Background: an optimization exercise with open tools, aiming at small area. Do not read the settings as production practice.
Function was checked by simulation only, so behaviour that the tests miss may differ from the original.
The clock port is modelled as an ideal driver; clocking choices that lean on that would not hold on a real chip.
No activity file was given, so power comes from the tool's default toggle rates.

## rtc_system
module rtc_system
(
    input clk,
    input rst_n,
    input [3:0] key_in,
    output rtc_sclk,
    input rtc_sio_i,
    output rtc_sio_o,
    output rtc_sio_oe,
    output rtc_rst,
    output [7:0] smg_data,
    output [5:0] scan_sig,
    output config_sig
);
clock: 20.0 ns
lec_check: 0
abc_area: 1
cap_margin: 20
core_margin: 2
core_utilization: 65
slew_margin: 20
standard.sh (not shown) runs the stock make flow with config.mk's settings and CLKGATE_MAP_FILE= SYNTH_SCRIPT=/design/flow/synth_recipe.tcl, a recipe that flattens the netlist after the stock synthesis.
==> flow/flow/run.sh <==
#!/bin/bash
# Standard ORFS flow, except that synthesis maps the logic with an
# area-oriented ABC script (flow/abc_area.script, picked by ABC_AREA=1)
# without first extracting half/full adders, ports get the smallest buffer,
# and the clock tree is built from clkbuf_4 without dummy loads, then each
# clock buffer whose flip-flops would see a slow clock edge becomes a
# clkbuf_8 (flow/clkfix.tcl).
# Registers are mapped exactly as the standard synthesis maps them.
set -euo pipefail
W=$(pwd)

rm -rf "$W/scripts_area"
cp -r "$FLOW_HOME/scripts" "$W/scripts_area"
cp "$W/flow/abc_area.script" "$W/scripts_area/abc_area.script"

SCRIPTS_DIR="$W/scripts_area" ADDER_MAP_FILE= bash "$W/standard.sh" synth > "$W/synth.log" 2>&1

export BUFFER_PORTS_ARGS="-buffer_cell sky130_fd_sc_hd__buf_1"
export CTS_ARGS="-sink_clustering_enable -repair_clock_nets -dont_use_dummy_load -buf_list sky130_fd_sc_hd__clkbuf_4"
bash "$W/standard.sh" cts > "$W/cts.log" 2>&1

export RES_DIR="$W/orfs/results/$FLOW_PLATFORM/rtc_system/base"
export CLK_SLEW_LIMIT=0.115
openroad -no_init -exit "$W/flow/clkfix.tcl" > "$W/clkfix.log" 2>&1

bash "$W/standard.sh" > "$W/layout.log" 2>&1
Other scripts of this flow, unchanged in this note and not shown: flow/flow/abc_area.script, flow/flow/clkfix.tcl
Next try:
--- a/flow/design.v
+++ b/flow/design.v
@@ -140,37 +140,38 @@
     always @(posedge clk)
         if (!i[4])
             go <= (i == S_WST) ? 2'd0 : i[1:0];
         else if (in_edit && isConfig && key_out[2:0] == 3'b001)
             go <= (go == 2'd2) ? 2'd0 : go + 1'b1;
     wire [7:0] addr = {4'b1000, i[1] & i[0], ~(i[1] ^ i[0]), i[0], is_rd};
     wire wfld = (i == S_WH) | (i == S_WM) | (i == S_WS);
     wire [7:0] wdata = wfld ? {fld[7] & (i != S_WS), fld[6:0]} :
                               {(i == S_WP) | (i == S_WST), 7'd0};
+    wire fs;                 
     reg [4:0] cnt;
     wire c24 = (cnt == 5'd24);
     always @(posedge clk)
         if (c24 | ~fs)
             cnt <= 5'd0;
         else
             cnt <= cnt + 1'b1;
     localparam [1:0] P_A = 2'd0, P_D = 2'd1, P_R = 2'd2, P_X = 2'd3;
     localparam [3:0] X_S0 = 4'd0, X_S1 = 4'd1, X_GA = 4'd2, X_GD = 4'd3,
                      X_T = 4'd4, X_E1 = 4'd5, X_E2 = 4'd6, X_E3 = 4'd7,
                      X_ID = 4'd8, X_R0 = 4'd9, X_D1 = 4'd10, X_D2 = 4'd11;
     reg [1:0] ph;
     reg [3:0] hb;
     reg isOut, rSIO, sclk, ce;
     reg [7:0] sh;
     assign sh_q = sh;
     wire in_bits = (ph != P_X);
     wire last_hb = (hb == 4'd15);
-    wire fs = in_bits | ~hb[3];      
+    assign fs = in_bits | ~hb[3];
     assign cmd_done = ~in_bits & (hb == X_D2);
     always @(posedge clk or negedge rst_n)
         if (!rst_n) begin
             ph <= P_X;
             hb <= X_ID;
             isOut <= 1'b1;
             rSIO <= 1'b0;
             sclk <= 1'b0;
             ce <= 1'b0;
What happened: Clock-buffer cell count stays the same. Routed wire length drops by 0.48%. Sequential power barely changes. Fmax rose by 1.5%. Register-to-register slack improves by 0.03 ns. Worst hold slack degrades by 0.022 ns.

v6:
Another version of the RTL of rtc_system (not shown whole).
Size: about 180 flip-flops, about 26 I/O pins, about 7000 sq um of cells after synthesis.
export LEC_CHECK = 0
export ABC_AREA = 1
export CAP_MARGIN = 20
export CORE_MARGIN = 2
export CORE_UTILIZATION = 65
export SLEW_MARGIN = 20
create_clock -name core_clock -period 20.0 [get_ports {clk}]
==> flow/flow/abc_area.script <==
strash
dch -f
map -a
mfs2 -W 6 -M 5000
strash
dch -f
map -a
mfs2 -W 6 -M 5000
strash
dch -f
map -a
mfs2 -W 6 -M 5000
strash
dch -f
map -a
mfs2 -W 6 -M 5000
strash
dch -f
map -a
mfs2 -W 6 -M 5000
strash
dch -f
map -a
mfs2 -W 6 -M 5000
strash
dch -f
map -a
mfs2 -W 6 -M 5000
strash
dch -f
map -a
mfs2 -W 6 -M 5000
strash
dch -f
map -a
mfs2 -W 6 -M 5000
strash
dch -f
map -a
mfs2 -W 6 -M 5000
strash
dch -f
map -a
topo
stime -c
==> flow/flow/clkfix.tcl <==
# After CTS (built from clkbuf_4): upsize each clock buffer whose flip-flop
# loads would see a slow clock edge to clkbuf_8, then legalize placement.
set res $::env(RES_DIR)
set plat $::env(FLOW_HOME)/platforms/$::env(FLOW_PLATFORM)
read_liberty $plat/lib/sky130_fd_sc_hd__tt_025C_1v80.lib
read_db $res/4_cts.odb
read_sdc $res/4_cts.sdc
source $plat/setRC.tcl
estimate_parasitics -placement

proc load_slew {inst} {
  set w 0
  foreach out [get_pins -of_objects $inst -filter "direction == output"] {
    foreach p [get_pins -of_objects [get_nets -of_objects $out] -filter "direction == input"] {
      set s [get_property $p slew_max]
      if {$s > $w} { set w $s }
    }
  }
  return $w
}

set n 0
foreach inst [get_cells -filter "ref_name == sky130_fd_sc_hd__clkbuf_4"] {
  set w [load_slew $inst]
  puts "clock buffer [get_full_name $inst]: load slew $w"
  if {$w > $::env(CLK_SLEW_LIMIT)} {
    replace_cell $inst sky130_fd_sc_hd__clkbuf_8
    incr n
  }
}
puts "upsized $n clock buffers"
estimate_parasitics -placement
set worst 0
foreach pin [get_pins -hierarchical */CLK] {
  set s [get_property $pin slew_max]
  if {$s > $worst} { set worst $s }
}
puts "worst flip-flop clock slew after: $worst"
detailed_placement
check_placement
write_db $res/4_cts.odb
Scripts as last shown in full above: flow/flow/run.sh
Input-level comparison between v7 and v6:
-- flow/design.v --
<<< v6, line 75
                     S_RH  = 5'd8, S_RM  = 5'd9, S_RS  = 5'd10, S_JDG = 5'd11,
                     S_WST = 5'd14, S_WU1 = 5'd15,
                     S_EDT = 5'd16, S_IN1 = 5'd17, S_IN2 = 5'd18, S_IN3 = 5'd19,
                     S_EDI = 5'd20, S_DEC = 5'd21, S_EDD = 5'd22,
                     S_EDA = 5'd23, S_EDQ = 5'd24;
    reg [4:0] i;
    reg [1:0] go;            
>>> v7, line 75
                     S_RH  = 5'd8, S_RM  = 5'd9, S_RS  = 5'd10, S_JDG = 5'd11,
                     S_WST = 5'd14, S_WU1 = 5'd15,
                     S_IN1 = 5'd16, S_IN2 = 5'd17, S_IN3 = 5'd18, S_DEC = 5'd19,
                     S_EDT = 5'd24, S_EDA = 5'd25, S_EDI = 5'd26, S_EDD = 5'd27,
                     S_EDQ = 5'd28;
    reg [4:0] i;
    reg [1:0] go;            
--- outcome ---
- v7 finished every stage and its layout cleared the timing, DRC and antenna checks.
- Looking at time the final worst path needs with I/O delays and setup, v7 sits 0.12 ns lower than v6 does.
- Switching power of the nets (v7 over v6): decrease, 0.68%
- v7: cell area is 0.54% lower than what v6 reported.
- v6 has a lower synthesized area per cell than v7.
- [v7 vs v6] setup slack: higher in v7
- As far as maximum net fanout on the critical path goes, v7 and v6 are indistinguishable; the numbers are identical.
- On half-perimeter wire length after detailed placement: between v7 and v6, it ends up higher for v6.
- The power in the clock group of v7 and that of v6 are within noise of each other.
- Taking v6 as the reference point, the total power of v7 rises by 0.0036 mW.
- Re last weighted congestion value of the routability-driven placer: v7 is 0.032 up on v6.
- Taking v6 as the reference point, the first-iteration DRC count of v7 rises by 27.
- In v7, the area inside the core boundary came out about 0.45% below the value in v6.
- v7 ended up with dg[0]$_DFFE_PN1P_ as its first element of the critical path; v6 ended up with dg[2]$_DFFE_PN1P_.

-- separate check: timing with driven ports --
No port has a modelled driver above. Below, the same layouts with a new extraction and two added sets of constraints. Step 1, drivers: a clkbuf_16 drives clk and a buf_2 each remaining input, both assumed. Step 2, shift: input delay + t, output delay - t, t = (earliest + latest rising clock arrival at the registers) / 2. This alone moves slack from input paths to output paths. Slacks: ideal / step 1 / step 2; pairs: ideal / step 1.
run | t, ns | slack for setup (ns) | worst register clock-pin slew, ns
the first run of note 1 | 0.462 | 13.686 / 13.652 / 14.114 | 0.11 / 0.11
the second run of note 1 | 0.471 | 13.781 / 13.745 / 14.216 | 0.11 / 0.11
v6 | 0.465 | 13.777 / 13.745 / 14.210 | 0.12 / 0.12
v7 | 0.469 | 13.900 / 13.863 / 14.332 | 0.12 / 0.12
After both steps setup and hold are still met in every run listed.
